Background: an optimization exercise with open tools, aiming at small area. Do not read the settings as production practice.
Function was checked by simulation only, so behaviour that the tests miss may differ from the original.
No activity file was given, so power comes from the tool's default toggle rates.

**flow/config.mk**
```make
export PLATFORM = sky130hd
export DESIGN_NAME = top
export DESIGN_NICKNAME = top
export VERILOG_FILES = /design/flow/design.v
export SDC_FILE = /design/flow/constraint.sdc
export NUM_CORES = 4
export LEC_CHECK = 0
export ABC_AREA = 1
export ABC_CLOCK_PERIOD_IN_PS = 1000000
export CAP_MARGIN = 20
export CORE_MARGIN = 2
export CORE_UTILIZATION = 40
export CTS_CLUSTER_DIAMETER = 100
export CTS_CLUSTER_SIZE = 25
export PLACE_DENSITY = 0.6
export SLEW_MARGIN = 20
```
**flow/constraint.sdc**
```tcl
create_clock -name core_clock -period 10.0 [get_ports {clk}]
set_input_delay 2.0000 -clock core_clock [delete_from_list [all_inputs] [get_ports {clk}]]
set_output_delay 2.0000 -clock core_clock [all_outputs]
set_load 0.01 [all_outputs]
```
**flow/design.v**
```verilog
module top (
    input clk,
    input mode,
    input song,
    input plus,
    input minus,
    input rst,
    input set,
    input refer,
    input player1,
    input player2,
    output reg [8:0] rope,
    output reg [1:0] sel,
    output reg [1:0] ledr,
    output reg [1:0] ledg,
    output [1:0] ledb,
    output [3:0] ledop,
    output [7:0] segdata1,
    output [7:0] segdata0,
    output [7:0] seg,
    output [7:0] sel8,
    output reg ledplayer1,
    output reg ledplayer2,
    output reg buzzer,
    output reg round_indicator_1,
    output reg round_indicator_2
);
localparam SYM_DASH = 4'd10, SYM_L = 4'd11, SYM_E = 4'd12, SYM_BLANK = 4'd13;
wire playsong;
wire song_pulse, mode_pulse, plus_pulse, minus_pulse, set_pulse, refer_pulse;
wire player1_pulse, player2_pulse;
wire set_q, plus_q, minus_q;    
wire b40_lt, b40_gt;         
wire mid_lt, mid_gt;         
wire fast_lt, fast_gt;       
reg  mid_lt_d, mid_gt_d;
parameter init              = 3'd0;
parameter time_set          = 3'd1;
parameter round_set         = 3'd2;
parameter finish_setting    = 3'd3;
parameter counting_down     = 3'd4;
parameter gaming            = 3'd5;
parameter check             = 3'd6;
parameter gameover          = 3'd7;
reg [2:0] current_state;
reg [2:0] next_state;
reg gameoverflag;            
reg win1, win2, draw;
reg winflag_1, winflag_2, buzzerflag;
reg [1:0] modereg;
reg [3:0] cycle;
reg [2:0] scan;
reg [3:0] score1, score2;
reg [3:0] win;
reg [1:0] rnd_pend;         
reg       rnd_inc_d;        
reg [4:0] seck_d;            
reg       sec_up_d, sec_dn_d;    
reg [3:0] sr1_d, sr0_d;      
reg       sr_load_d;         
reg       sr_tick_d;         
reg [1:0] cntdownsec;
reg [3:0] buzzer_gameover_8;
reg       ledb_r;
reg       insetting_d;       
reg       act_d;             
reg [3:0] sd0, sd1;          
reg [3:0] segsym;            
reg [1:0] dmode;             
reg [1:0] d_r1;
reg [3:0] d_r0;
reg       lag1, lag2;        
reg [14:0] p1;
reg [12:0] p2;
reg [11:0] p3;
reg [12:0] buzzer_cnt_1Hz;
reg [13:0] countdown_1Hz;
wire [14:0] p1_next = {p1[13:0], ~(p1[14] ^ p1[13])};
wire [12:0] p2_next = {p2[11:0], ~(p2[12] ^ p2[3] ^ p2[2] ^ p2[0])};
wire [11:0] p3_next = {p3[10:0], ~(p3[11] ^ p3[5] ^ p3[3] ^ p3[0])};
wire [12:0] b1_next = {buzzer_cnt_1Hz[11:0], ~(buzzer_cnt_1Hz[12] ^ buzzer_cnt_1Hz[3] ^ buzzer_cnt_1Hz[2] ^ buzzer_cnt_1Hz[0])};
wire [13:0] cd_next = {countdown_1Hz[12:0], ~(countdown_1Hz[13] ^ countdown_1Hz[4] ^ countdown_1Hz[2] ^ countdown_1Hz[0])};
wire p1_1500  = (p1 == 15'h300e);
wire p1_1501  = (p1 == 15'h601c);
wire p1_12000 = (p1 == 15'h594c);
wire p1_24000 = (p1 == 15'h187a);
wire p2_3000  = (p2 == 13'h1cd0);
wire p2_6000  = (p2 == 13'h0457);
wire p3_2769  = (p3 == 12'h50d);
wire p3_3000  = (p3 == 12'hd32);
wire b1_6000  = (buzzer_cnt_1Hz == 13'h0457);
wire cd_12000 = (countdown_1Hz == 14'h3115);
wire st_init  = (current_state == init);
wire st_ts    = (current_state == time_set);
wire st_rs    = (current_state == round_set);
wire st_fin   = (current_state == finish_setting);
wire st_cd    = (current_state == counting_down);
wire st_game  = (current_state == gaming);
wire st_check = (current_state == check);
wire st_over  = (current_state == gameover);
debounce mode_debounce (.clk(clk), .init(st_init), .key(mode),    .key_pulse(mode_pulse));
debounce song_debounce (.clk(clk), .init(st_init), .key(song),    .key_pulse(song_pulse));
debounce sec_plus_debounce (.clk(clk), .init(st_init), .key(plus),    .key_pulse(plus_pulse), .key_q(plus_q));
debounce sec_minus_debounce (.clk(clk), .init(st_init), .key(minus),  .key_pulse(minus_pulse), .key_q(minus_q));
debounce set_debounce (.clk(clk), .init(st_init), .key(set),     .key_pulse(set_pulse), .key_q(set_q));
debounce refer_debounce (.clk(clk), .init(st_init), .key(refer),   .key_pulse(refer_pulse));
debounce player1_debounce (.clk(clk), .init(st_init), .key(player1), .key_pulse(player1_pulse));
debounce player2_debounce (.clk(clk), .init(st_init), .key(player2), .key_pulse(player2_pulse));
breath_gen #(.N(40), .W(6), .T2(5), .LAST(6'h2d)) b40  (.clk(clk), .init(st_init), .lt(b40_lt),  .gt(b40_gt));
breath_gen #(.N(24), .W(5), .T2(3), .LAST(5'h1a)) bmid (.clk(clk), .init(st_init), .lt(mid_lt),  .gt(mid_gt));
breath_gen #(.N(15), .W(4), .T2(3), .LAST(4'h8)) bfast(.clk(clk), .init(st_init), .lt(fast_lt), .gt(fast_gt));
always @(posedge clk) begin
    mid_lt_d <= mid_lt;
    mid_gt_d <= mid_gt;
end
playsongs bgm(.clk(clk), .rst(gameoverflag), .song(song_pulse), .buzzer(playsong));
wire [3:0] sr1 = sr_load_d ? {1'b0, seck_d[4:1]} :
                 (sr_tick_d && sr0_d == 4'd0) ? sr1_d - 1'b1 : sr1_d;
wire [3:0] sr0 = sr_load_d ? (seck_d[0] ? 4'd5 : 4'd0) :
                 !sr_tick_d ? sr0_d : (sr0_d == 4'd0) ? 4'd9 : sr0_d - 1'b1;
wire secreg_zero = (sr1 == 4'd0) && (sr0 == 4'd0);
wire p1won = (score1 == win);
wire p2won = (score2 == win);
wire rope_left  = rope[0] | rope[1] | rope[2] | rope[3];
wire rope_right = rope[5] | rope[6] | rope[7] | rope[8];
always @(posedge clk or negedge rst)
begin
    if (!rst) current_state <= init;
    else      current_state <= next_state;
end
always @(posedge clk)
begin
    case (current_state)
    init:           next_state <= time_set;
    time_set:       if (set_pulse) next_state <= round_set;
    round_set:      if (set_pulse) next_state <= finish_setting;
    finish_setting: if (refer_pulse) next_state <= counting_down;
    counting_down:  if (cntdownsec == 0) next_state <= gaming;
    gaming: begin
        if (!secreg_zero) begin
            if (rope[0] || rope[8]) next_state <= check;
        end
        else next_state <= check;
    end
    check: begin
        if (p1won || p2won) next_state <= gameover;
        else if (refer_pulse) next_state <= counting_down;
    end
    default:        next_state <= gameover;
    endcase
end
always @(posedge clk)
begin
    case (current_state)
    init: begin
        score1 <= 0; score2 <= 0; win1 <= 0; win2 <= 0; draw <= 0;
    end
    gaming: begin
        if      (rope[0]) begin win1 <= 1; win2 <= 0; end
        else if (rope[8]) begin win1 <= 0; win2 <= 1; end
        else if (rope_left && secreg_zero)  begin win1 <= 1; win2 <= 0; end
        else if (rope_right && secreg_zero) begin win1 <= 0; win2 <= 1; end
        else if (rope[4] && secreg_zero) draw <= 1;
    end
    check: begin
        if      (win1) begin score1 <= score1 + 1'b1; win1 <= 0; end
        else if (win2) begin score2 <= score2 + 1'b1; win2 <= 0; end
        else if (draw) draw <= 0;
    end
    default: begin win1 <= 0; win2 <= 0; end
    endcase
end
always @(posedge clk)
begin
    case (current_state)
    init: begin
        ledr <= 2'b00; ledg <= 2'b11; ledb_r <= 1'b1;
    end
    time_set:  if (set_pulse) begin ledr[1] <= 1; ledg[1] <= 0; end
    round_set: if (set_pulse) begin ledr[0] <= 1; ledg[0] <= 0; end
    finish_setting: if (refer_pulse) begin
        ledr <= 2'b11; ledg <= 2'b11; ledb_r <= 1'b1;
    end
    counting_down: begin
        if (p2_3000) begin
            ledr <= ~ledr; ledg <= ~ledg; ledb_r <= ~ledb_r;
        end
        if (cntdownsec == 0) begin
            ledr <= 2'b11; ledg <= 2'b11; ledb_r <= 1'b1;
        end
    end
    gaming: begin
        if (rope[4]) begin
            ledg[0] <= b40_lt; ledg[1] <= b40_gt; ledr <= 2'b11;
        end
        else if (rope[2] || rope[3] || rope[5] || rope[6]) begin
            ledg[0] <= mid_lt; ledr[0] <= mid_lt_d; ledg[1] <= mid_gt; ledr[1] <= mid_gt_d;
        end
        else if (rope[0] || rope[1] || rope[7] || rope[8]) begin
            ledg <= 2'b11; ledr[0] <= fast_lt; ledr[1] <= fast_gt;
        end
    end
    default: begin
        ledr <= 2'b11; ledg <= 2'b11; ledb_r <= 1'b1;
    end
    endcase
end
assign ledb = {2{ledb_r}};
always @(posedge clk)
begin
    case (current_state)
    init: win <= 4'd1;
    round_set: begin
        if (minus_pulse) win <= (win == 4'd1) ? 4'd9 : win - 1'b1;
        else if (plus_pulse) win <= (win == 4'd9) ? 4'd1 : win + 1'b1;
    end
    default: ;
    endcase
end
always @(posedge clk)
begin
    sec_up_d <= st_ts & plus_pulse & ~minus_pulse;
    sec_dn_d <= st_ts & minus_pulse;
    if (st_init) seck_d <= 5'd1;
    else if (sec_dn_d) seck_d <= (seck_d == 5'd1)  ? 5'd19 : seck_d - 1'b1;
    else if (sec_up_d) seck_d <= (seck_d == 5'd19) ? 5'd1 : seck_d + 1'b1;
end
always @(posedge clk) insetting_d <= st_ts | st_rs;
assign ledop[0] = ~insetting_d | set_q;
assign ledop[1] = 1'b1;
assign ledop[2] = ~insetting_d | plus_q;
assign ledop[3] = ~insetting_d | minus_q;
always @(posedge clk)
begin
    if (st_cd) begin
        if (p1_12000) cntdownsec <= cntdownsec - 1'b1;
    end
    else cntdownsec <= 2'd3;
end
always @(posedge clk)
begin
    sr_load_d <= st_cd;
    sr_tick_d <= st_game & cd_12000;
    case (current_state)
    init: countdown_1Hz <= 14'd0;
    gaming: begin
        if (cd_12000) countdown_1Hz <= 14'd0;
        else countdown_1Hz <= cd_next;
    end
    default: ;
    endcase
end
always @(posedge clk)
begin
    sr1_d  <= sr1;
    sr0_d  <= sr0;
end
always @(posedge clk)
begin
    case (current_state)
    init: sel <= 2'b11;
    time_set: if (p2_6000) sel <= ~sel;
    round_set: begin
        sel[0] <= 1'b1;
        if (p2_6000) sel[1] <= ~sel[1];
    end
    finish_setting: sel <= 2'b00;
    counting_down:  sel <= 2'b10;
    gaming:         sel <= 2'b00;
    default: ;
    endcase
end
always @(posedge clk)
begin
    rnd_inc_d <= st_check & (win1 | win2 | draw);
    case (current_state)
    init:          rnd_pend <= 2'd1;
    counting_down: rnd_pend <= {1'b0, rnd_inc_d};
    default:       rnd_pend <= rnd_pend + rnd_inc_d;
    endcase
end
wire [3:0] d_r_sum0 = d_r0 + {2'b00, rnd_pend};
wire       d_r_wrap = (d_r1 == 2'd3) && (d_r_sum0 >= 4'd2);    
wire       d_r_carry = (d_r_sum0 >= 4'd10);
wire [1:0] d_r_next1 = d_r_wrap ? 2'd0 : d_r_carry ? d_r1 + 1'b1 : d_r1;
wire [3:0] d_r_next0 = d_r_wrap ? d_r_sum0 - 4'd2 : d_r_carry ? d_r_sum0 - 4'd10 : d_r_sum0;
always @(posedge clk)
begin
    case (current_state)
    init: dmode <= 2'd0;
    time_set: begin
        sd0 <= seck_d[0] ? 4'd5 : 4'd0;
        sd1 <= seck_d[4:1];
    end
    round_set: sd1 <= win;
    finish_setting: begin
        sd0 <= seck_d[0] ? 4'd5 : 4'd0;
        sd1 <= seck_d[4:1];
        dmode <= 2'd1;
        d_r1 <= 2'd0; d_r0 <= 4'd0;
    end
    counting_down: begin
        d_r1 <= d_r_next1;
        d_r0 <= d_r_next0;
        sd0 <= {2'b00, cntdownsec};
    end
    gaming: begin
        sd0 <= sr0_d;
        sd1 <= sr1_d;
    end
    check: ;
    default: begin
        if (p2won)      dmode <= 2'd3;
        else if (p1won) dmode <= 2'd2;
    end
    endcase
end
assign segdata0[7] = 1'b0;
seg7d seg7_sd0 (.d(sd0), .s(segdata0[6:0]));
assign segdata1[7] = 1'b0;
seg7d seg7_sd1 (.d(sd1), .s(segdata1[6:0]));
always @(posedge clk) begin
    lag1 <= st_check & win1;
    lag2 <= st_check & win2 & ~win1;
end
wire [3:0] d_s1 = lag1 ? score1 - 1'b1 : score1;
wire [3:0] d_s2 = lag2 ? score2 - 1'b1 : score2;
reg [3:0] scan_sym;
always @(*) begin
    case (dmode)
    2'd1: case (scan)
        3'd0: scan_sym = d_s2;
        3'd1: scan_sym = SYM_DASH;
        3'd2: scan_sym = SYM_DASH;
        3'd3: scan_sym = d_s1;
        3'd4: scan_sym = d_r0;
        3'd5: scan_sym = {2'b00, d_r1};
        3'd6: scan_sym = SYM_DASH;
        default: scan_sym = win;
        endcase
    2'd2: case (scan)
        3'd0: scan_sym = SYM_E;
        3'd1: scan_sym = 4'd5;
        3'd2: scan_sym = 4'd0;
        3'd3: scan_sym = SYM_L;
        default: scan_sym = 4'd6;
        endcase
    2'd3: case (scan)
        3'd4: scan_sym = SYM_E;
        3'd5: scan_sym = 4'd5;
        3'd6: scan_sym = 4'd0;
        3'd7: scan_sym = SYM_L;
        default: scan_sym = 4'd6;
        endcase
    default: scan_sym = SYM_BLANK;
    endcase
end
always @(posedge clk)
begin
    act_d <= (current_state >= finish_setting);
    if (st_init) begin
        scan <= 3'd0;
        segsym <= SYM_BLANK;
    end
    else if (current_state >= finish_setting) begin
        scan <= scan + 1'b1;
        segsym <= scan_sym;
    end
end
assign seg[7] = 1'b0;
seg7 seg7_seg (.d(segsym), .s(seg[6:0]));
assign sel8 = act_d ? ~(8'd1 << (scan - 1'b1)) : 8'hff;
always @(posedge clk)
begin
    case (current_state)
    init: begin
        cycle <= 4'd1;
        winflag_2 <= 0;
        rope <= 9'b0;
    end
    time_set, round_set: begin
        case (modereg)
        2'b00: rope <= {9{b40_lt}};
        2'b01: rope <= {{4{b40_lt}}, b40_gt, {4{b40_lt}}};
        2'b10: rope <= 9'b1111_1_1111;
        default: rope <= 9'b0;
        endcase
    end
    finish_setting: rope <= 9'b0;
    counting_down: begin
        if (p3_2769) cycle <= cycle + 1'b1;
        case (cycle)
            4'd1:  rope <= 9'b1000_0_0001;
            4'd2:  rope <= 9'b0100_0_0010;
            4'd3:  rope <= 9'b0010_0_0100;
            4'd4:  rope <= 9'b0001_0_1000;
            4'd5:  rope <= 9'b0000_1_0000;
            4'd6:  rope <= 9'b0001_0_1000;
            4'd7:  rope <= 9'b0010_0_0100;
            4'd8:  rope <= 9'b0100_0_0010;
            4'd9:  rope <= 9'b1000_0_0001;
            4'd10: rope <= 9'b0100_0_0010;
            4'd11: rope <= 9'b0010_0_0100;
            4'd12: rope <= 9'b0001_0_1000;
            4'd13: rope <= 9'b0000_1_0000;
            default: ;
        endcase
    end
    gaming: begin
        if (player2_pulse)      rope <= {rope[0], rope[8:1]};
        else if (player1_pulse) rope <= {rope[7:0], rope[8]};
    end
    check: begin
        if (p1won || p2won) winflag_2 <= 1'b1;
        cycle <= 4'd1;
    end
    default: begin
        if (p2_3000) rope <= ~rope;
        else if ((p1won || p2won) && winflag_2) rope <= 9'b0101_0_1010;
        if ((p1won || p2won) && winflag_2) winflag_2 <= 1'b0;
    end
    endcase
end
wire beep_go = ~p1_1501;     
always @(posedge clk)
begin
    case (current_state)
    time_set: begin
        if (set_pulse || plus_pulse || minus_pulse || buzzerflag) begin
            buzzerflag <= beep_go; buzzer <= beep_go;
        end
    end
    round_set: begin
        if (plus_pulse || minus_pulse || buzzerflag) begin
            buzzerflag <= beep_go; buzzer <= beep_go;
        end
        if (set_pulse) buzzerflag <= 1'b1;
    end
    finish_setting: begin
        buzzerflag <= beep_go & buzzerflag;
        buzzer     <= beep_go & buzzerflag;
    end
    counting_down: if (b1_6000) buzzer <= ~buzzer;
    check: begin
        if (p1won || p2won) winflag_1 <= 1'b1;
        if (p1_1500 && buzzer_gameover_8 < 4'd8) begin
            buzzer <= ~buzzer;
            buzzer_gameover_8 <= buzzer_gameover_8 + 1'b1;
        end
    end
    gameover: begin
        if ((p1won || p2won) && winflag_1) begin
            buzzer <= ~buzzer;
            winflag_1 <= 1'b0;
        end
        if (p1_24000 && !gameoverflag) begin
            buzzer <= ~buzzer;
            gameoverflag <= 1'b1;
        end
        if (gameoverflag) buzzer <= playsong;
    end
    default: begin
        buzzer <= 1'b0;
        buzzer_gameover_8 <= 0;
        winflag_1 <= 1'b0;
        buzzerflag <= 1'b0;
        gameoverflag <= 1'b0;
    end
    endcase
end
always @(posedge clk)
begin
    if (st_init) buzzer_cnt_1Hz <= 13'd0;
    else if (st_cd) buzzer_cnt_1Hz <= b1_6000 ? 13'd0 : b1_next;
end
wire ns_over = (next_state == gameover);
always @(posedge clk)
begin
    case (current_state)
    time_set:
        p1 <= ((set_pulse || plus_pulse || minus_pulse || buzzerflag) && beep_go) ? p1_next : 15'd0;
    round_set:
        p1 <= ((plus_pulse || minus_pulse || buzzerflag) && beep_go) ? p1_next : 15'd0;
    finish_setting:
        p1 <= (beep_go && buzzerflag && next_state != counting_down) ? p1_next : 15'd0;
    counting_down:
        p1 <= (p1_12000 || ns_over) ? 15'd0 : p1_next;
    check:
        p1 <= (next_state != check || (p1_1500 && buzzer_gameover_8 < 4'd8)) ? 15'd0 : p1_next;
    gameover:
        p1 <= (p1_24000 && !gameoverflag) ? 15'd0 : p1_next;
    default: p1 <= 15'd0;
    endcase
end
always @(posedge clk)
begin
    case (current_state)
    time_set, round_set: p2 <= p2_6000 ? 13'd0 : p2_next;
    counting_down:       p2 <= (p2_3000 || ns_over) ? 13'd0 : p2_next;
    gameover:            p2 <= p2_3000 ? 13'd0 : p2_next;
    default:             p2 <= 13'd0;
    endcase
end
always @(posedge clk)
begin
    case (current_state)
    counting_down: p3 <= (p3_2769 || ns_over) ? 12'd0 : p3_next;
    check:         p3 <= (p3_3000 || next_state == counting_down) ? 12'd0 : p3_next;
    gameover:      p3 <= p3_3000 ? 12'd0 : p3_next;
    default:       p3 <= 12'd0;
    endcase
end
always @(posedge clk)
begin
    case (current_state)
    time_set, round_set: begin
        case (modereg)
        2'b00: begin ledplayer1 <= b40_lt; ledplayer2 <= b40_lt; end
        2'b01: begin ledplayer1 <= b40_gt; ledplayer2 <= b40_gt; end
        2'b10: begin ledplayer1 <= 1'b1;   ledplayer2 <= 1'b1;   end
        default: begin ledplayer1 <= 1'b0; ledplayer2 <= 1'b0;   end
        endcase
    end
    check: begin
        if (p3_3000) begin
            if (rope_left)  ledplayer1 <= ~ledplayer1;
            if (rope_right) ledplayer2 <= ~ledplayer2;
        end
    end
    gameover: begin
        if (p3_3000) begin
            if (p1won) ledplayer1 <= ~ledplayer1;
            if (p2won) ledplayer2 <= ~ledplayer2;
        end
    end
    default: begin
        ledplayer1 <= 1'b0;
        ledplayer2 <= 1'b0;
    end
    endcase
end
always @(posedge clk)
begin
    case (current_state)
    time_set, round_set: begin
        case (modereg)
        2'b00: begin round_indicator_1 <= b40_lt; round_indicator_2 <= b40_lt; end
        2'b01: begin round_indicator_1 <= b40_gt; round_indicator_2 <= b40_gt; end
        2'b10: begin round_indicator_1 <= 1'b1;   round_indicator_2 <= 1'b1;   end
        default: begin round_indicator_1 <= 1'b0; round_indicator_2 <= 1'b0;   end
        endcase
    end
    default: begin
        round_indicator_1 <= 1'b0;
        round_indicator_2 <= 1'b0;
    end
    endcase
end
always @(posedge clk)
begin
    if (st_init) modereg <= 2'b00;
    else if (mode_pulse) modereg <= modereg + 1'b1;
end
endmodule
module seg7 (
    input  [3:0] d,
    output [6:0] s
);
assign s = (d == 4'd0)  ? 7'h3f :
           (d == 4'd1)  ? 7'h06 :
           (d == 4'd2)  ? 7'h5b :
           (d == 4'd3)  ? 7'h4f :
           (d == 4'd4)  ? 7'h66 :
           (d == 4'd5)  ? 7'h6d :
           (d == 4'd6)  ? 7'h7d :
           (d == 4'd7)  ? 7'h07 :
           (d == 4'd8)  ? 7'h7f :
           (d == 4'd9)  ? 7'h6f :
           (d == 4'd10) ? 7'h40 :
           (d == 4'd11) ? 7'h38 :
           (d == 4'd12) ? 7'h79 : 7'h00;
endmodule
module seg7d (
    input  [3:0] d,
    output [6:0] s
);
assign s = (d == 4'd0)  ? 7'h3f :
           (d == 4'd1)  ? 7'h06 :
           (d == 4'd2)  ? 7'h5b :
           (d == 4'd3)  ? 7'h4f :
           (d == 4'd4)  ? 7'h66 :
           (d == 4'd5)  ? 7'h6d :
           (d == 4'd6)  ? 7'h7d :
           (d == 4'd7)  ? 7'h07 :
           (d == 4'd8)  ? 7'h7f : 7'h6f;
endmodule
module debounce (clk,init,key,key_pulse,key_q);
input  clk;
input  init;
input  key;
output key_pulse;
output key_q;
reg       key_rst_pre_n;
reg       key_rst_n;
reg [7:0] cnt;
reg       key_sec_n;
reg       key_sec_pre_n;
wire key_edge = ~key_rst_pre_n & key_rst_n;
wire [7:0] carry = {&cnt[6:0], &cnt[5:0], &cnt[4:0], &cnt[3:0], &cnt[2:0], &cnt[1:0], cnt[0], 1'b1};
wire [7:0] cnt_next = (cnt ^ carry) & {8{~key_edge}};
always @(posedge clk)
begin
    key_rst_n <= ~key;
    if (init) begin
        key_rst_pre_n <= 1'b0;
        cnt           <= 8'h1;
        key_sec_n     <= 1'b0;
        key_sec_pre_n <= 1'b0;
    end
    else begin
        key_rst_pre_n <= key_rst_n;
        cnt <= cnt_next;
        if (carry[7] & cnt[7]) key_sec_n <= ~key;
        key_sec_pre_n <= key_sec_n;
    end
end
assign key_pulse = ~key_sec_pre_n & key_sec_n;
assign key_q = ~key_rst_n;
endmodule
module breath_gen #(parameter N = 40, parameter W = 6, parameter T2 = 5, parameter [W-1:0] LAST = 6'h2d) (
    input  clk,
    input  init,
    output reg lt,
    output reg gt
);
reg [W-1:0] cnt1;
reg [W-1:0] cnt2;
reg         flag;
wire [W-1:0] c1_up   = {cnt1[W-2:0], ~(cnt1[W-1] ^ cnt1[T2-1])};
wire [W-1:0] c2_up   = {cnt2[W-2:0], ~(cnt2[W-1] ^ cnt2[T2-1])};
wire [W-1:0] c2_down = {~(cnt2[0] ^ cnt2[T2]), cnt2[W-1:1]};
wire c1_last = (cnt1 == LAST);
wire [W-1:0] c1_one = {{(W-1){1'b0}}, 1'b1};
always @(posedge clk) begin
    if (init) begin
        cnt1 <= c1_one;
        cnt2 <= 0;
        flag <= 1'b0;
    end
    else begin
        cnt1 <= c1_last ? {W{1'b0}} : c1_up;
        if (c1_last) begin
            if (!flag) begin
                if (cnt2 == LAST) flag <= 1'b1;
                else              cnt2 <= c2_up;
            end
            else begin
                if (cnt2 == 0) flag <= 1'b0;
                else           cnt2 <= c2_down;
            end
        end
    end
end
wire eq = (cnt1 == cnt2);
wire ge = eq | ((cnt1 != 0) & lt);
always @(posedge clk) begin
    lt <= ge | init;
    gt <= ~ge | eq | init;
end
endmodule
module playsongs(
    input clk,
    input rst,
    input song,
    output reg buzzer
);
reg [7:0] hcnt;      
reg       ph;        
reg [4:0] cnt1;      
reg [6:0] cnt2;      
reg [1:0] flag;      
reg [2:0] note;      
reg [7:0] hlast;     
reg [7:0] hlast2;    
reg [4:0] cishu;
reg [4:0] cishu_div;
reg [6:0] last;      
always @(*) begin
    case (flag)
        2'd0: case (cnt2)
            7'd0: note = 3'd3;
            7'd1: note = 3'd3;
            7'd2: note = 3'd4;
            7'd3: note = 3'd5;
            7'd4: note = 3'd5;
            7'd5: note = 3'd4;
            7'd6: note = 3'd3;
            7'd7: note = 3'd2;
            7'd8: note = 3'd1;
            7'd9: note = 3'd1;
            7'd10: note = 3'd2;
            7'd11: note = 3'd3;
            7'd12: note = 3'd3;
            7'd13: note = 3'd2;
            7'd14: note = 3'd2;
            7'd16: note = 3'd3;
            7'd17: note = 3'd3;
            7'd18: note = 3'd4;
            7'd19: note = 3'd5;
            7'd20: note = 3'd5;
            7'd21: note = 3'd4;
            7'd22: note = 3'd3;
            7'd23: note = 3'd2;
            7'd24: note = 3'd1;
            7'd25: note = 3'd1;
            7'd26: note = 3'd2;
            7'd27: note = 3'd3;
            7'd28: note = 3'd2;
            7'd29: note = 3'd1;
            7'd30: note = 3'd1;
            7'd32: note = 3'd2;
            7'd33: note = 3'd2;
            7'd34: note = 3'd3;
            7'd35: note = 3'd1;
            7'd36: note = 3'd2;
            7'd37: note = 3'd3;
            7'd38: note = 3'd4;
            7'd39: note = 3'd3;
            7'd40: note = 3'd1;
            7'd41: note = 3'd2;
            7'd42: note = 3'd3;
            7'd43: note = 3'd4;
            7'd44: note = 3'd3;
            7'd45: note = 3'd2;
            7'd46: note = 3'd1;
            7'd47: note = 3'd2;
            7'd48: note = 3'd5;
            7'd50: note = 3'd3;
            7'd51: note = 3'd3;
            7'd52: note = 3'd4;
            7'd53: note = 3'd5;
            7'd54: note = 3'd5;
            7'd55: note = 3'd4;
            7'd56: note = 3'd3;
            7'd57: note = 3'd2;
            7'd58: note = 3'd1;
            7'd59: note = 3'd1;
            7'd60: note = 3'd2;
            7'd61: note = 3'd3;
            7'd62: note = 3'd2;
            7'd63: note = 3'd1;
            7'd64: note = 3'd1;
            default: note = 3'd0;
        endcase
        2'd1: case (cnt2)
            7'd0: note = 3'd1;
            7'd1: note = 3'd1;
            7'd2: note = 3'd5;
            7'd3: note = 3'd5;
            7'd4: note = 3'd6;
            7'd5: note = 3'd6;
            7'd6: note = 3'd5;
            7'd8: note = 3'd4;
            7'd9: note = 3'd4;
            7'd10: note = 3'd3;
            7'd11: note = 3'd3;
            7'd12: note = 3'd2;
            7'd13: note = 3'd2;
            7'd14: note = 3'd1;
            7'd16: note = 3'd5;
            7'd17: note = 3'd5;
            7'd18: note = 3'd4;
            7'd19: note = 3'd4;
            7'd20: note = 3'd3;
            7'd21: note = 3'd3;
            7'd22: note = 3'd2;
            7'd24: note = 3'd5;
            7'd25: note = 3'd5;
            7'd26: note = 3'd4;
            7'd27: note = 3'd4;
            7'd28: note = 3'd3;
            7'd29: note = 3'd3;
            7'd30: note = 3'd2;
            7'd32: note = 3'd1;
            7'd33: note = 3'd1;
            7'd34: note = 3'd5;
            7'd35: note = 3'd5;
            7'd36: note = 3'd6;
            7'd37: note = 3'd6;
            7'd38: note = 3'd5;
            7'd40: note = 3'd4;
            7'd41: note = 3'd4;
            7'd42: note = 3'd3;
            7'd43: note = 3'd3;
            7'd44: note = 3'd2;
            7'd45: note = 3'd2;
            7'd46: note = 3'd1;
            default: note = 3'd0;
        endcase
        2'd2: case (cnt2)
            7'd0: note = 3'd1;
            7'd1: note = 3'd2;
            7'd2: note = 3'd3;
            7'd3: note = 3'd1;
            7'd4: note = 3'd1;
            7'd5: note = 3'd2;
            7'd6: note = 3'd3;
            7'd7: note = 3'd1;
            7'd8: note = 3'd3;
            7'd9: note = 3'd4;
            7'd10: note = 3'd5;
            7'd12: note = 3'd3;
            7'd13: note = 3'd4;
            7'd14: note = 3'd5;
            7'd16: note = 3'd5;
            7'd17: note = 3'd6;
            7'd18: note = 3'd5;
            7'd19: note = 3'd4;
            7'd20: note = 3'd3;
            7'd21: note = 3'd1;
            7'd22: note = 3'd5;
            7'd23: note = 3'd6;
            7'd24: note = 3'd5;
            7'd25: note = 3'd4;
            7'd26: note = 3'd3;
            7'd27: note = 3'd1;
            7'd28: note = 3'd2;
            7'd29: note = 3'd5;
            7'd30: note = 3'd1;
            7'd32: note = 3'd2;
            7'd33: note = 3'd5;
            7'd34: note = 3'd1;
            default: note = 3'd0;
        endcase        default: note = 3'd0;
    endcase
end
always @(*) begin
    case (note)
        3'd0: begin hlast = 8'hcf; hlast2 = 8'hcf; cishu = 5'd11; cishu_div = 5'd8; end
        3'd1: begin hlast = 8'h15; hlast2 = 8'h15; cishu = 5'd13; cishu_div = 5'd10; end
        3'd2: begin hlast = 8'h59; hlast2 = 8'h59; cishu = 5'd14; cishu_div = 5'd11; end
        3'd3: begin hlast = 8'h11; hlast2 = 8'h11; cishu = 5'd16; cishu_div = 5'd12; end
        3'd4: begin hlast = 8'hb5; hlast2 = 8'h6a; cishu = 5'd17; cishu_div = 5'd13; end
        3'd5: begin hlast = 8'h3a; hlast2 = 8'h3a; cishu = 5'd19; cishu_div = 5'd15; end
        3'd6: begin hlast = 8'h9c; hlast2 = 8'h9c; cishu = 5'd22; cishu_div = 5'd17; end
        default: begin hlast = 8'h17; hlast2 = 8'h2e; cishu = 5'd24; cishu_div = 5'd19; end
    endcase
    case (flag)
        2'd0: last = 7'd65;
        2'd1: last = 7'd47;
        2'd2: last = 7'd35;
        default: last = 7'd0;
    endcase
end
wire hend = (hcnt == (ph ? hlast2 : hlast));    
wire end0 = ph & hend;                           
wire end1 = (cnt1 == cishu);
always @(posedge clk or negedge rst)
begin
    if (!rst) begin
        flag   <= 2'b00;
        hcnt   <= 0;
        ph     <= 1'b0;
        cnt1   <= 0;
        cnt2   <= 0;
        buzzer <= 1'b0;
    end
    else begin
        if (song) flag <= flag + 1'b1;
        if (flag == 2'b11 || song) begin
            hcnt <= 0;
            ph   <= 1'b0;
            cnt1 <= 0;
            cnt2 <= 0;
        end
        else begin
            if (hend) hcnt <= 0;
            else              hcnt <= {hcnt[6:0], ~(hcnt[7] ^ hcnt[5] ^ hcnt[4] ^ hcnt[3])};
            if (hend) ph <= ~ph;
            if (end0) begin
                if (end1) cnt1 <= 0;
                else      cnt1 <= cnt1 + 1'b1;
            end
            if (end0 && end1) begin
                if (cnt2 == last) cnt2 <= 0;
                else              cnt2 <= cnt2 + 1'b1;
            end
        end
        buzzer <= (note != 3'd0) && (cnt1 < cishu_div) && ph;
    end
end
endmodule
```
**flow/flow/run.sh**
```bash
#!/bin/bash
# The standard layout (the standard.sh, unchanged synthesis) with three
# changes: after synthesis every combinational cell gets the smallest drive
# strength of its function (flow/downsize.tcl; placement's repair step sizes
# up again where needed), the port buffers are sky130_fd_sc_hd__buf_1 cells,
# and clock tree synthesis inserts no dummy loads. Each tool's output is kept
# in a log file here.
set -euo pipefail
export BUFFER_PORTS_ARGS="-buffer_cell sky130_fd_sc_hd__buf_1"
export CTS_ARGS="-sink_clustering_enable -repair_clock_nets -sink_clustering_size 25 -sink_clustering_max_diameter 100 -dont_use_dummy_load"
bash ./standard.sh synth > standard_synth.log 2>&1
DOWNSIZE_DIR="$(pwd)/orfs/results/sky130hd/top/base" openroad -no_init -exit flow/downsize.tcl > downsize.log 2>&1
bash ./standard.sh > standard.log 2>&1
```
**flow/flow/downsize.tcl**
```tcl
# Give every combinational cell of the synthesized netlist the smallest drive
# strength of its function (drive _1, else _0). Flip-flops, clock cells and
# the platform's low-power cells are left alone. Placement's repair step
# upsizes or buffers again wherever slew or capacitance needs it.
set results $::env(DOWNSIZE_DIR)
read_db $results/1_synth.odb
set db [ord::get_db]
set block [ord::get_db_block]
set swapped 0
foreach inst [$block getInsts] {
  set m [[$inst getMaster] getName]
  if {![regexp {^sky130_fd_sc_hd__(.+)_([0-9]+)$} $m -> f d]} { continue }
  if {$d <= 1} { continue }
  if {[regexp {^(df|edf|sdf|sedf|dl|clk|conb|tap|fill|decap|diode|lpflow|probe|ebuf|einv)} $f]} { continue }
  foreach s {1 0} {
    set nm [$db findMaster sky130_fd_sc_hd__${f}_$s]
    if {$nm ne "NULL" && $nm ne ""} {
      $inst swapMaster $nm
      incr swapped
      break
    }
  }
}
puts "downsize: swapped $swapped instances"
write_db $results/1_synth.odb
```
**flow/standard.sh**
```bash
#!/bin/bash
# synth_recipe.tcl (not shown) runs the flow's synth.tcl, then flattens the netlist and writes it again
# the make line also repeats each setting of config.mk as NAME=value (left out here)
make -C /OpenROAD-flow-scripts/flow DESIGN_CONFIG=/design/flow/config.mk WORK_HOME=/design/flow/orfs CLKGATE_MAP_FILE= SYNTH_SCRIPT=/design/flow/synth_recipe.tcl "${@:-finish}"
```
==> impl_metrics.py, run 1 <==
metrics = {
    "grt": {
        "grt_usage": 0.176,
        "grt_pass1_wl_mm": 64.3,
        "grt_pass1_vias": 13415,
        "grt_max_degree": 45,
        "grt_overflow": 0,
        "antenna_found_initial": 0,
    },
    "setup_path": {
        "rrSetupSlack_ns": 5.73,
        "crit_required_ns": 10.40,
        "endpoint": "bgm.cnt2[6]",
        "crit_type": "reg2reg",
        "cp_max_fo": 18,
        "start_kind": "register",
        "reg2reg_depth": 20,
        "cp-startpoint": "bgm.cnt2[2]",
        "critPathArrivalTime_ns": 4.67,
        "timing.rr.start": "bgm.cnt2[2]",
        "reg2reg_to": "bgm.cnt2[6]",
        "crit_path_end_kind": "register",
    },
    "drt": {
        "routed_wl_mm": 38.7,
        "viasPerCell": 5.06,
        "drt.antenna.violating_nets": 0,
        "drtPass1Iterations": 6,
        "drc": 0,
        "wire_per_inst_um": 13.9,
        "vias": 14064,
        "drtIter0Drc": 1083,
    },
    "final_layout": {
        "final_util": 0.433,
        "num_antenna_cells": 0,
        "finalNetCount": 2358,
        "layout_common_cells": "nand2_1 (377), inv_1 (366), nor2_1 (327)",
        "final_common_cell": "nand2_1",
        "area_delta_synth_final_pct": 7.19,
        "drive_above_1_share": 0.0120,
    },
    "sta": {
        "finClkSkew_ns": 0.0272,
        "period_share": 0.427,
        "worst_slew_pin_slew_ns": 0.987,
        "hold_viol": 0,
        "tns_ns": 0,
        "fmax_mhz": 234,
        "max_slew_margin": 0.338,
        "finalSetupViolCount": 0,
        "fin_crit_ns": 4.27,
        "rsz0062_at_grt": "no",
        "drv_slew": 0,
    },
    "die": {
        "core_um2": 41900,
        "die_x_um": 210,
        "rows": 75,
        "start_util": 0.404,
        "dieHeight_um": 210,
        "die_area_um2": 43900,
        "ios": 68,
    },
    "min_path": {
        "hp-class": "reg2reg",
    },
    "power": {
        "p_int_mw": 1.77,
        "switching_power_mw": 0.494,
        "switching_share": 0.218,
        "pwr-share-clk": 0.321,
        "p_per_area_nw_per_um2": 125,
        "ir_drop_mv": 0.0802,
        "power_frac_comb": 0.042,
        "p_leak_nw": 8.43,
        "seqPwrFrac": 0.637,
    },
    "clock_tree": {
        "cts_tree": "built",
        "numCtsBuffers": 17,
        "cts_setup_buffers": 0,
        "cts.htree.levels": 1,
        "clock_path_buffers": 3,
        "cts_hold_buf": 0,
        "clkSinkCount": 332,
        "cts.clk_slew.worst_paths_ns": 0.10,
        "clock_tree.root_cell": "clkbuf_16",
        "clock_latency_ns": 0.52,
        "cts.repair.resized": 0,
    },
    "yosys": {
        "syn-cell-area_um2": 16900,
        "syn_inst": 2205,
        "yosysWarnings": 6,
        "avgSynthCellArea_um2": 7.67,
    },
    "run": {
        "cap_viol_max_count": 0,
    },
    "status": {
        "run_status": "finished clean",
    },
    "placed_design": {
        "place.gp.congestion": 0.891,
        "dp_hpwl_mm": 29.0,
        "io_buffers": 63,
    },
}
-- final cells by class --
| type | count | area [um^2] |
|---|---|---|
| Inverter | 370 | 1390 |
| Tap cell | 539 | 674 |
| Fill cell | 4275 | 23700 |
| Clock buffer | 17 | 425 |
| Sequential cell | 332 | 7560 |
| Timing Repair Buffer | 71 | 297 |
| Multi-Input combinational cell | 1453 | 7780 |
-- per-stage QoR --
| stage | hold WS (ns) | power, mW | instance area (um^2) | worst slack, ns | instances |
|---|---|---|---|---|---|
| after floorplan | 0.331 | 1.55 | 16900 | 6.70 | 2207 |
| after global placement | 0.346 | 1.56 | 17700 | 5.81 | 2765 |
| after detailed placement | 0.347 | 1.57 | 17700 | 5.76 | 2765 |
| after CTS | 0.369 | 2.30 | 18100 | 5.72 | 2782 |
| after global routing | 0.389 | 2.36 | 18100 | 5.16 | 2782 |
| final | 0.361 | 2.27 | 18100 | 5.73 | 2782 |
-- metal layers --
| metal | share of wire | GRT usage | wire [um] | up-vias |
|---|---|---|---|---|
| met5 | 0 | 0 | 0 | - |
| met4 | 0.025 | 0.0433 | 963 | 0 |
| met3 | 0.051 | 0.0242 | 1990 | 64 |
| met2 | 0.46 | 0.303 | 17900 | 328 |
| met1 | 0.46 | 0.233 | 17900 | 6479 |
| li1 | - | - | - | 7193 |
-- registers in the layout (all words and copies together) (netlist names), 5 cells and up --
name / flops
b40.cnt1: 6
bmid.cnt1: 5
bgm.hcnt: 8
buzzer_cnt_1Hz: 13
countdown_1Hz: 14
rope: 9
seck_d: 5
b40.cnt2: 6
sec_minus_debounce.cnt: 8
player1_debounce.cnt: 8
bgm.cnt2: 7
bgm.cnt1: 5
bmid.cnt2: 5
sec_plus_debounce.cnt: 8
song_debounce.cnt: 8
p1: 15
player2_debounce.cnt: 8
p3: 12
p2: 13
mode_debounce.cnt: 8
set_debounce.cnt: 8
refer_debounce.cnt: 8
-- critical path, cell delays in order, from the launching register on --
cell      delay [ns]
dfrtp_1         0.73
inv_1           0.37
ha_1            0.38
inv_1           0.04
o21ai_0         0.20
nand2_1         0.07
o21bai_1        0.16
nand3_1         0.10
nand2_1         0.22
nor2_1          0.30
inv_1           0.13
nand2_1         0.17
nand2_1         0.07
nand2_1         0.07
nand3_1         0.07
nor2_1          0.18
nand3_1         0.11
nand2_1         0.34
nand2_1         0.28
nand2_1         0.11
nand2_1         0.06
-- power by group through the flow --
| stage | Combinational [mW] | Sequential (mW) | Clock (mW) |
|---|---|---|---|
| after floorplan | 0.0808 | 1.47 | 0 |
| after global placement | 0.0896 | 1.47 | 0 |
| after detailed placement | 0.0963 | 1.48 | 0 |
| after CTS | 0.0972 | 1.45 | 0.755 |
| after global routing | 0.119 | 1.45 | 0.794 |
| final | 0.0945 | 1.44 | 0.728 |
-- how the worst min path moves through the flow --
stage | start | end | cells after the start
final | bmid.gt | mid_gt_d | 0
after floorplan | bmid.gt | mid_gt_d | 0
after detailed placement | gameoverflag | bgm.cnt1[2] | 1
after global routing | gameoverflag | bgm.cnt2[0] | 1
after global placement | bmid.gt | mid_gt_d | 0
after CTS | gameoverflag | bgm.hcnt[1] | 1
==> run 2: changes to the inputs <==
--- a/flow/design.v
+++ b/flow/design.v
@@ -676,6 +676,7 @@
 );
 reg [7:0] hcnt;      
 reg       ph;        
+reg       on;        
 reg [4:0] cnt1;      
 reg [6:0] cnt2;      
 reg [1:0] flag;      
@@ -861,6 +862,7 @@
         flag   <= 2'b00;
         hcnt   <= 0;
         ph     <= 1'b0;
+        on     <= 1'b1;
         cnt1   <= 0;
         cnt2   <= 0;
         buzzer <= 1'b0;
@@ -870,6 +872,7 @@
         if (flag == 2'b11 || song) begin
             hcnt <= 0;
             ph   <= 1'b0;
+            on   <= 1'b1;
             cnt1 <= 0;
             cnt2 <= 0;
         end
@@ -880,13 +883,15 @@
             if (end0) begin
                 if (end1) cnt1 <= 0;
                 else      cnt1 <= cnt1 + 1'b1;
+                if (end1) on <= 1'b1;
+                else if (cnt1 == cishu_div - 1'b1) on <= 1'b0;
             end
             if (end0 && end1) begin
                 if (cnt2 == last) cnt2 <= 0;
                 else              cnt2 <= cnt2 + 1'b1;
             end
         end
-        buzzer <= (note != 3'd0) && (cnt1 < cishu_div) && ph;
+        buzzer <= (note != 3'd0) && on && ph;
     end
 end
 endmodule
==> impl_metrics.py, run 2 <==
metrics = {
    "power": {
        "switching_power_mw": 0.483,
        "ir_drop_mv": 0.101,
        "p_per_area_nw_per_um2": 124,
        "p_leak_nw": 8.47,
        "switching_share": 0.214,
        "p_int_mw": 1.78,
        "power_frac_comb": 0.041,
        "total_power_mw": 2.26,
        "seqPwrFrac": 0.641,
        "pwr-share-clk": 0.318,
    },
    "yosys": {
        "yosysWarnings": 6,
        "syn-cell-area_um2": 17000,
        "yosys.area.top_type_share": 0.266,
        "ys_ff_latch": 333,
        "netlist_top_cells_area": "dfxtp_1 (27%), edfxtp_1 (14%), inv_1 (7.9%)",
        "synth_edf_count": 78,
        "avgSynthCellArea_um2": 7.70,
        "synth-main-ff-cell": "dfxtp_1",
        "syn_inst": 2205,
        "yosysMostFrequentCell": "inv_1",
        "postSynth.asyncResetShare": 0.0841,
        "synth_cell_types": 59,
        "yosys-top-cells-count": "inv_1 (359), nand2_1 (343), nor2_1 (309)",
        "ys_area_um2": 17100,
        "ys_seq_area_frac": 0.443,
        "synth_largest_area_cell": "dfxtp_1",
    },
    "final_layout": {
        "drive_above_1_share": 0.0138,
        "final_util": 0.434,
        "final_common_cell": "inv_1",
        "stdcell_count": 2783,
        "finalNetCount": 2357,
        "fin_area_um2": 18200,
        "num_antenna_cells": 0,
        "layout_common_cells": "inv_1 (365), nand2_1 (354), nor2_1 (312)",
        "largest_register_ffs": 15,
        "largest_register": "p1",
        "area_delta_synth_final_pct": 7.24,
        "largest_registers": "p1 (15), countdown_1Hz (14)",
    },
    "sta": {
        "max_slew_margin": 0.379,
        "drv_slew": 0,
        "tns_ns": 0,
        "hold_viol": 0,
        "fmax_mhz": 227,
        "worst_slew_pin_slew_ns": 0.908,
        "rsz0062_at_grt": "no",
        "finClkSkew_ns": 0.0310,
        "fin_ws_ns": 5.59,
        "period_share": 0.441,
        "whs_ns": 0.315,
        "finalSetupViolCount": 0,
        "fin_crit_ns": 4.41,
    },
    "die": {
        "start_util": 0.405,
        "rows": 75,
        "ios": 68,
        "core_um2": 41900,
        "die_x_um": 210,
        "dieHeight_um": 210,
        "die_area_um2": 44100,
    },
    "placed_design": {
        "dpl_cell_area_um2": 17800,
        "dp_hpwl_mm": 28.6,
        "io_buffers": 63,
        "place.gp.congestion": 0.885,
        "placed_cells": 2766,
        "pre_cts_ws_ns": 5.67,
    },
    "grt": {
        "grt_max_degree": 56,
        "grt_pass1_vias": 13216,
        "grt_usage": 0.174,
        "grt_pass1_wl_mm": 64.5,
        "antenna_found_initial": 1,
        "grt_overflow": 0,
    },
    "clock_tree": {
        "clock_tree.root_cell": "clkbuf_16",
        "cts_setup_buffers": 0,
        "clock_path_buffers": 3,
        "cts.clk_slew.worst_paths_ns": 0.09,
        "cts_hold_buf": 0,
        "cts_tree": "built",
        "numCtsBuffers": 17,
        "cts.htree.levels": 1,
        "cts.repair.resized": 0,
        "clock_latency_ns": 0.51,
        "clkSinkCount": 333,
    },
    "setup_path": {
        "reg2reg_to": "bgm.cnt2[3]",
        "crit_required_ns": 10.39,
        "critPathArrivalTime_ns": 4.79,
        "slowest_stage": "dfrtp_1",
        "crit_type": "reg2reg",
        "cp_max_fo": 26,
        "cp_cell_sequence": "inv_1 -> ha_1 -> a21oi_1 -> nor2_1 -> nand2_1 -> nand2_1 -> inv_1 -> nand2_1 -> nand2_1 -> inv_1 -> nand2_1 -> nand2_1 -> nand3_1 -> nand2_1 -> nand2_1 -> nand2_1 -> nand2_1 -> nor2_1 -> nand3_1 -> nand2_1 -> nand2_1 -> nand2_1 -> nand2_1",
        "max_stage_delay_ns": 0.87,
        "rrSetupSlack_ns": 5.59,
        "timing.rr.start": "bgm.cnt2[2]",
        "cp_common_cell": "nand2_1",
        "crit_family": "simple AND/OR/NAND/NOR gates",
        "path_buf_inv": 3,
        "cp-startpoint": "bgm.cnt2[2]",
        "start_kind": "register",
        "crit_path_end_kind": "register",
        "reg2reg_depth": 23,
    },
    "run": {
        "cap_viol_max_count": 0,
    },
    "min_path": {
        "hp-class": "reg2async",
    },
    "status": {
        "run_status": "finished clean",
    },
    "drt": {
        "routed_wl_mm": 38.7,
        "viasPerCell": 5.06,
        "drtPass1Iterations": 5,
        "wire_per_inst_um": 13.9,
        "drtIter0Drc": 1133,
        "vias": 14091,
        "drt.antenna.violating_nets": 0,
        "drc": 0,
    },
}
run 2: how the worst max path moves through the flow:
stage	endpoint	slack, ns	cells after the start
floorplan	sel8[4]	6.77	6
CTS	bgm.cnt2[3]	5.64	23
detailed placement	bgm.cnt2[6]	5.67	23
global route	bgm.cnt2[4]	5.05	23
finish	bgm.cnt2[3]	5.59	23
global placement	bgm.cnt2[2]	5.74	23
run 2: kinds of logic (layout without fill, tap and decap cells):
family / Yosys count / after routing / share of synthesized area
compound gates: 354 / 354 / 0.119
fa+ha+maj: 101 / 101 / 0.0743
mux: 1 / 1 / 0.000585
simple gates: 923 / 923 / 0.231
flops: 333 / 333 / 0.443
buf+inv: 421 / 458 / 0.0956
xor+xnor: 70 / 70 / 0.0358
other cells: 2 / 4 / 0.000439
run 2: per-layer routing:
layer  global-route usage  vias up  share of wire  wire length, um
met5                    0        -              0                0
met4               0.0445        0          0.023              900
met3               0.0185       57          0.051             1970
met2                0.287      333           0.45            17300
met1                0.246     6485           0.48            18600
li1                     -     7216              -                -
run 2: worst register-to-register path, delay by kind of cell, from the launching register on:
kind / cells / cell delay [ns]
AO/OA/AOI/OAI: 1 / 0.09
adder cells (fa/ha/maj): 1 / 0.41
buffers and inverters: 3 / 0.67
flip-flops: 1 / 0.87
AND/OR/NAND/NOR: 18 / 2.22
run 2: area by class of cell:
class                   count  area (um^2)
inverters                 368         1380
fillers                  4225        23700
flip-flops and latches    333         7590
repair buffers             73          312
clock buffers              17          425
multi-input cells        1453         7830
well taps                 539          674
run 2: power groups by stage:
stage | clock network [mW] | logic [mW] | registers, mW
after floorplan | 0 | 0.0808 | 1.47
after global placement | 0 | 0.0891 | 1.48
after detailed placement | 0 | 0.0953 | 1.48
after CTS | 0.750 | 0.0962 | 1.45
after global routing | 0.795 | 0.116 | 1.46
final | 0.719 | 0.0936 | 1.45
==> run 3: changes to the inputs <==
--- a/flow/design.v
+++ b/flow/design.v
@@ -676,7 +676,6 @@
 );
 reg [7:0] hcnt;      
 reg       ph;        
-reg       on;        
 reg [4:0] cnt1;      
 reg [6:0] cnt2;      
 reg [1:0] flag;      
@@ -751,6 +750,65 @@
             7'd62: note = 3'd2;
             7'd63: note = 3'd1;
             7'd64: note = 3'd1;
+            7'd66: note = 3'd4;
+            7'd67: note = 3'd5;
+            7'd68: note = 3'd5;
+            7'd69: note = 3'd4;
+            7'd70: note = 3'd3;
+            7'd71: note = 3'd2;
+            7'd72: note = 3'd1;
+            7'd73: note = 3'd1;
+            7'd74: note = 3'd2;
+            7'd75: note = 3'd3;
+            7'd76: note = 3'd3;
+            7'd77: note = 3'd2;
+            7'd78: note = 3'd2;
+            7'd80: note = 3'd3;
+            7'd81: note = 3'd3;
+            7'd82: note = 3'd4;
+            7'd83: note = 3'd5;
+            7'd84: note = 3'd5;
+            7'd85: note = 3'd4;
+            7'd86: note = 3'd3;
+            7'd87: note = 3'd2;
+            7'd88: note = 3'd1;
+            7'd89: note = 3'd1;
+            7'd90: note = 3'd2;
+            7'd91: note = 3'd3;
+            7'd92: note = 3'd2;
+            7'd93: note = 3'd1;
+            7'd94: note = 3'd1;
+            7'd96: note = 3'd2;
+            7'd97: note = 3'd2;
+            7'd98: note = 3'd3;
+            7'd99: note = 3'd1;
+            7'd100: note = 3'd2;
+            7'd101: note = 3'd3;
+            7'd102: note = 3'd4;
+            7'd103: note = 3'd3;
+            7'd104: note = 3'd1;
+            7'd105: note = 3'd2;
+            7'd106: note = 3'd3;
+            7'd107: note = 3'd4;
+            7'd108: note = 3'd3;
+            7'd109: note = 3'd2;
+            7'd110: note = 3'd1;
+            7'd111: note = 3'd2;
+            7'd112: note = 3'd5;
+            7'd114: note = 3'd3;
+            7'd115: note = 3'd3;
+            7'd116: note = 3'd4;
+            7'd117: note = 3'd5;
+            7'd118: note = 3'd5;
+            7'd119: note = 3'd4;
+            7'd120: note = 3'd3;
+            7'd121: note = 3'd2;
+            7'd122: note = 3'd1;
+            7'd123: note = 3'd1;
+            7'd124: note = 3'd2;
+            7'd125: note = 3'd3;
+            7'd126: note = 3'd2;
+            7'd127: note = 3'd1;
             default: note = 3'd0;
         endcase
         2'd1: case (cnt2)
@@ -796,6 +854,76 @@
             7'd44: note = 3'd2;
             7'd45: note = 3'd2;
             7'd46: note = 3'd1;
+            7'd48: note = 3'd5;
+            7'd49: note = 3'd5;
+            7'd50: note = 3'd4;
+            7'd51: note = 3'd4;
+            7'd52: note = 3'd3;
+            7'd53: note = 3'd3;
+            7'd54: note = 3'd2;
+            7'd56: note = 3'd5;
+            7'd57: note = 3'd5;
+            7'd58: note = 3'd4;
+            7'd59: note = 3'd4;
+            7'd60: note = 3'd3;
+            7'd61: note = 3'd3;
+            7'd62: note = 3'd2;
+            7'd64: note = 3'd1;
+            7'd65: note = 3'd1;
+            7'd66: note = 3'd5;
+            7'd67: note = 3'd5;
+            7'd68: note = 3'd6;
+            7'd69: note = 3'd6;
+            7'd70: note = 3'd5;
+            7'd72: note = 3'd4;
+            7'd73: note = 3'd4;
+            7'd74: note = 3'd3;
+            7'd75: note = 3'd3;
+            7'd76: note = 3'd2;
+            7'd77: note = 3'd2;
+            7'd78: note = 3'd1;
+            7'd80: note = 3'd5;
+            7'd81: note = 3'd5;
+            7'd82: note = 3'd4;
+            7'd83: note = 3'd4;
+            7'd84: note = 3'd3;
+            7'd85: note = 3'd3;
+            7'd86: note = 3'd2;
+            7'd88: note = 3'd5;
+            7'd89: note = 3'd5;
+            7'd90: note = 3'd4;
+            7'd91: note = 3'd4;
+            7'd92: note = 3'd3;
+            7'd93: note = 3'd3;
+            7'd94: note = 3'd2;
+            7'd96: note = 3'd1;
+            7'd97: note = 3'd1;
+            7'd98: note = 3'd5;
+            7'd99: note = 3'd5;
+            7'd100: note = 3'd6;
+            7'd101: note = 3'd6;
+            7'd102: note = 3'd5;
+            7'd104: note = 3'd4;
+            7'd105: note = 3'd4;
+            7'd106: note = 3'd3;
+            7'd107: note = 3'd3;
+            7'd108: note = 3'd2;
+            7'd109: note = 3'd2;
+            7'd110: note = 3'd1;
+            7'd112: note = 3'd5;
+            7'd113: note = 3'd5;
+            7'd114: note = 3'd4;
+            7'd115: note = 3'd4;
+            7'd116: note = 3'd3;
+            7'd117: note = 3'd3;
+            7'd118: note = 3'd2;
+            7'd120: note = 3'd5;
+            7'd121: note = 3'd5;
+            7'd122: note = 3'd4;
+            7'd123: note = 3'd4;
+            7'd124: note = 3'd3;
+            7'd125: note = 3'd3;
+            7'd126: note = 3'd2;
             default: note = 3'd0;
         endcase
         2'd2: case (cnt2)
@@ -831,8 +959,91 @@
             7'd32: note = 3'd2;
             7'd33: note = 3'd5;
             7'd34: note = 3'd1;
+            7'd36: note = 3'd1;
+            7'd37: note = 3'd2;
+            7'd38: note = 3'd3;
+            7'd39: note = 3'd1;
+            7'd40: note = 3'd3;
+            7'd41: note = 3'd4;
+            7'd42: note = 3'd5;
+            7'd44: note = 3'd3;
+            7'd45: note = 3'd4;
+            7'd46: note = 3'd5;
+            7'd48: note = 3'd5;
+            7'd49: note = 3'd6;
+            7'd50: note = 3'd5;
+            7'd51: note = 3'd4;
+            7'd52: note = 3'd3;
+            7'd53: note = 3'd1;
+            7'd54: note = 3'd5;
+            7'd55: note = 3'd6;
+            7'd56: note = 3'd5;
+            7'd57: note = 3'd4;
+            7'd58: note = 3'd3;
+            7'd59: note = 3'd1;
+            7'd60: note = 3'd2;
+            7'd61: note = 3'd5;
+            7'd62: note = 3'd1;
+            7'd64: note = 3'd1;
+            7'd65: note = 3'd2;
+            7'd66: note = 3'd3;
+            7'd67: note = 3'd1;
+            7'd68: note = 3'd1;
+            7'd69: note = 3'd2;
+            7'd70: note = 3'd3;
+            7'd71: note = 3'd1;
+            7'd72: note = 3'd3;
+            7'd73: note = 3'd4;
+            7'd74: note = 3'd5;
+            7'd76: note = 3'd3;
+            7'd77: note = 3'd4;
+            7'd78: note = 3'd5;
+            7'd80: note = 3'd5;
+            7'd81: note = 3'd6;
+            7'd82: note = 3'd5;
+            7'd83: note = 3'd4;
+            7'd84: note = 3'd3;
+            7'd85: note = 3'd1;
+            7'd86: note = 3'd5;
+            7'd87: note = 3'd6;
+            7'd88: note = 3'd5;
+            7'd89: note = 3'd4;
+            7'd90: note = 3'd3;
+            7'd91: note = 3'd1;
+            7'd92: note = 3'd2;
+            7'd93: note = 3'd5;
+            7'd94: note = 3'd1;
+            7'd96: note = 3'd2;
+            7'd97: note = 3'd5;
+            7'd98: note = 3'd1;
+            7'd100: note = 3'd1;
+            7'd101: note = 3'd2;
+            7'd102: note = 3'd3;
+            7'd103: note = 3'd1;
+            7'd104: note = 3'd3;
+            7'd105: note = 3'd4;
+            7'd106: note = 3'd5;
+            7'd108: note = 3'd3;
+            7'd109: note = 3'd4;
+            7'd110: note = 3'd5;
+            7'd112: note = 3'd5;
+            7'd113: note = 3'd6;
+            7'd114: note = 3'd5;
+            7'd115: note = 3'd4;
+            7'd116: note = 3'd3;
+            7'd117: note = 3'd1;
+            7'd118: note = 3'd5;
+            7'd119: note = 3'd6;
+            7'd120: note = 3'd5;
+            7'd121: note = 3'd4;
+            7'd122: note = 3'd3;
+            7'd123: note = 3'd1;
+            7'd124: note = 3'd2;
+            7'd125: note = 3'd5;
+            7'd126: note = 3'd1;
             default: note = 3'd0;
-        endcase        default: note = 3'd0;
+        endcase
+        default: note = 3'd0;
     endcase
 end
 always @(*) begin
@@ -862,7 +1073,6 @@
         flag   <= 2'b00;
         hcnt   <= 0;
         ph     <= 1'b0;
-        on     <= 1'b1;
         cnt1   <= 0;
         cnt2   <= 0;
         buzzer <= 1'b0;
@@ -872,7 +1082,6 @@
         if (flag == 2'b11 || song) begin
             hcnt <= 0;
             ph   <= 1'b0;
-            on   <= 1'b1;
             cnt1 <= 0;
             cnt2 <= 0;
         end
@@ -883,15 +1092,13 @@
             if (end0) begin
                 if (end1) cnt1 <= 0;
                 else      cnt1 <= cnt1 + 1'b1;
-                if (end1) on <= 1'b1;
-                else if (cnt1 == cishu_div - 1'b1) on <= 1'b0;
             end
             if (end0 && end1) begin
                 if (cnt2 == last) cnt2 <= 0;
                 else              cnt2 <= cnt2 + 1'b1;
             end
         end
-        buzzer <= (note != 3'd0) && on && ph;
+        buzzer <= (note != 3'd0) && (cnt1 < cishu_div) && ph;
     end
 end
 endmodule
==> impl_metrics.py, run 3 <==
metrics = {
    "status": {
        "run_status": "finished clean",
    },
    "sta": {
        "fmax_mhz": 243,
        "finClkSkew_ns": 0.0405,
        "tns_ns": 0,
        "hold_viol": 0,
        "fin_crit_ns": 4.12,
        "max_slew_margin": 0.397,
        "period_share": 0.412,
        "rsz0062_at_grt": "no",
        "drv_slew": 0,
        "whs_ns": 0.328,
        "worst_slew_pin_slew_ns": 0.901,
        "finalSetupViolCount": 0,
    },
    "final_layout": {
        "largest_register_ffs": 15,
        "nFillCells": 4164,
        "fin_area_um2": 18100,
        "final_common_cell": "inv_1",
        "finalNetCount": 2322,
        "drive_above_1_share": 0.0131,
        "layout_common_cells": "inv_1 (348), nor2_1 (333), nand2_1 (328)",
        "num_antenna_cells": 0,
        "largest_register": "p1",
        "largest_registers": "p1 (15), countdown_1Hz (14)",
        "area_delta_synth_final_pct": 7.18,
        "stdcell_count": 2747,
        "final_util": 0.432,
    },
    "drt": {
        "drtIter0Drc": 1025,
        "drt.antenna.violating_nets": 0,
        "vias": 13848,
        "drtPass1Iterations": 5,
        "viasPerCell": 5.04,
        "routed_wl_mm": 37.8,
        "drc": 0,
        "wire_per_inst_um": 13.7,
    },
    "min_path": {
        "hp-class": "reg2async",
    },
    "setup_path": {
        "critPathArrivalTime_ns": 2.12,
        "reg2reg_to": "bgm.cnt1[0]",
        "crit_path_end_kind": "primary output",
        "crit_required_ns": 8.00,
        "reg2reg_depth": 20,
        "timing.rr.start": "bgm.cnt2[2]",
        "crit_type": "reg2out",
        "start_kind": "register",
        "cp_max_fo": 7,
        "rrSetupSlack_ns": 5.89,
    },
    "grt": {
        "grt_usage": 0.173,
        "grt_pass1_wl_mm": 63.9,
        "gr-usage-met2": 0.279,
        "use_met3": 0.0168,
        "grt_overflow": 0,
        "antenna_found_initial": 0,
        "grt_pass1_vias": 12978,
        "grt_max_degree": 60,
        "met1_usage": 0.248,
        "gr-max-usage-layer": "met2",
    },
    "die": {
        "die_area_um2": 43800,
        "rows": 75,
        "dieHeight_um": 209,
        "start_util": 0.403,
        "ios": 68,
        "die_x_um": 209,
        "core_um2": 41800,
    },
    "clock_tree": {
        "cts.repair.resized": 0,
        "cts_hold_buf": 0,
        "clkSinkCount": 332,
        "clock_path_buffers": 3,
        "cts.htree.levels": 1,
        "numCtsBuffers": 17,
        "clock_latency_ns": 0.52,
        "cts.clk_slew.worst_paths_ns": 0.11,
        "cts_setup_buffers": 0,
        "clock_tree.root_cell": "clkbuf_16",
        "cts_tree": "built",
    },
    "placed_design": {
        "placed_cells": 2729,
        "dp_hpwl_mm": 27.9,
        "io_buffers": 63,
        "dpl_cell_area_um2": 17600,
        "place.gp.congestion": 0.877,
    },
    "power": {
        "p_leak_nw": 8.33,
        "p_per_area_nw_per_um2": 125,
        "pwr-share-clk": 0.319,
        "ir_drop_mv": 0.0837,
        "switching_power_mw": 0.487,
        "power_frac_comb": 0.042,
        "switching_share": 0.215,
        "seqPwrFrac": 0.639,
        "p_int_mw": 1.77,
    },
    "yosys": {
        "syn-cell-area_um2": 16800,
        "yosysWarnings": 6,
        "syn_inst": 2176,
        "avgSynthCellArea_um2": 7.74,
    },
    "run": {
        "cap_viol_max_count": 0,
    },
}
-- run 3: layout make-up --
class | instances | area, um^2 | share of cell area
Tap cell | 539 | 674 | 0.0374
Multi-Input combinational cell | 1436 | 7760 | 0.430
Inverter | 352 | 1320 | 0.0732
Sequential cell | 332 | 7560 | 0.419
Clock buffer | 17 | 425 | 0.0236
Timing Repair Buffer | 71 | 304 | 0.0168
-- run 3: metal layers --
layer,part of all wire,wire length [um]
met1,0.49,18700
met2,0.44,16600
met3,0.039,1490
met4,0.025,958
met5,0,0
-- run 3: metrics by stage --
| stage | setup slack [ns] | power, mW |
|---|---|---|
| 2_1_floorplan | 6.64 | 1.55 |
| 3_3_place_gp | 6.09 | 1.56 |
| 3_5_place_dp | 6.02 | 1.57 |
| 4_1_cts | 5.88 | 2.30 |
| 5_1_grt | 5.46 | 2.37 |
| 6_report | 5.88 | 2.26 |
-- run 3: worst max path at each step --
stage,cells past startpoint,from,slack [ns],to
after floorplan,23,bgm.cnt2[2],6.64,bgm.cnt2[0]
after global placement,20,bgm.cnt2[2],6.09,bgm.cnt2[1]
after detailed placement,19,bgm.cnt2[2],6.02,bgm.cnt1[3]
after CTS,7,scan[0],5.88,sel8[5]
after global routing,20,bgm.cnt2[2],5.46,bgm.cnt1[0]
final,7,scan[0],5.88,sel8[5]
-- run 3: power by group through the flow --
stage               clock [mW]  sequential [mW]  combinational [mW]
global placement             0             1.47              0.0894
finish                   0.722             1.44              0.0942
floorplan                    0             1.47              0.0808
detailed placement           0             1.48              0.0967
global route             0.796             1.45               0.118
CTS                      0.754             1.45              0.0973
-- run 3: worst max-delay path, stage by stage, from the launching register on --
cell and delay [ns]:
dfxtp_1 0.48, inv_1 0.19, ha_1 0.25, or2_1 0.20
nand2_1 0.15, inv_1 0.11, nand3_1 0.08, buf_1 0.15

what the ideal ports hide:
No port has a modelled driver above. Below, the same layouts with a new extraction and two added sets of constraints. Step 1 assumes that a clkbuf_16 drives the clock port and a buf_2 every other input. Step 2, shift: input delay + t, output delay - t, t = (earliest + latest rising clock arrival at the registers) / 2. This alone moves slack from input paths to output paths. a / b / c = ideal ports / drivers / drivers and shift; a / b = the first two.
run | t (ns) | setup WS [ns] | worst hold slack (ns) | clock arrival spread, ns | worst data-port slew with drivers (ns)
run 1 | 0.564 | 5.731 / 5.731 / 5.731 | 0.361 / 0.361 / 0.361 | 0.028 / 0.028 | 0.06
run 2 | 0.546 | 5.593 / 5.593 / 5.593 | 0.315 / 0.315 / 0.315 | 0.031 / 0.031 | 0.06
run 3 | 0.553 | 5.884 / 5.830 / 5.895 | 0.328 / 0.328 / 0.328 | 0.043 / 0.043 | 0.07
After both steps setup and hold are still met in every run listed.
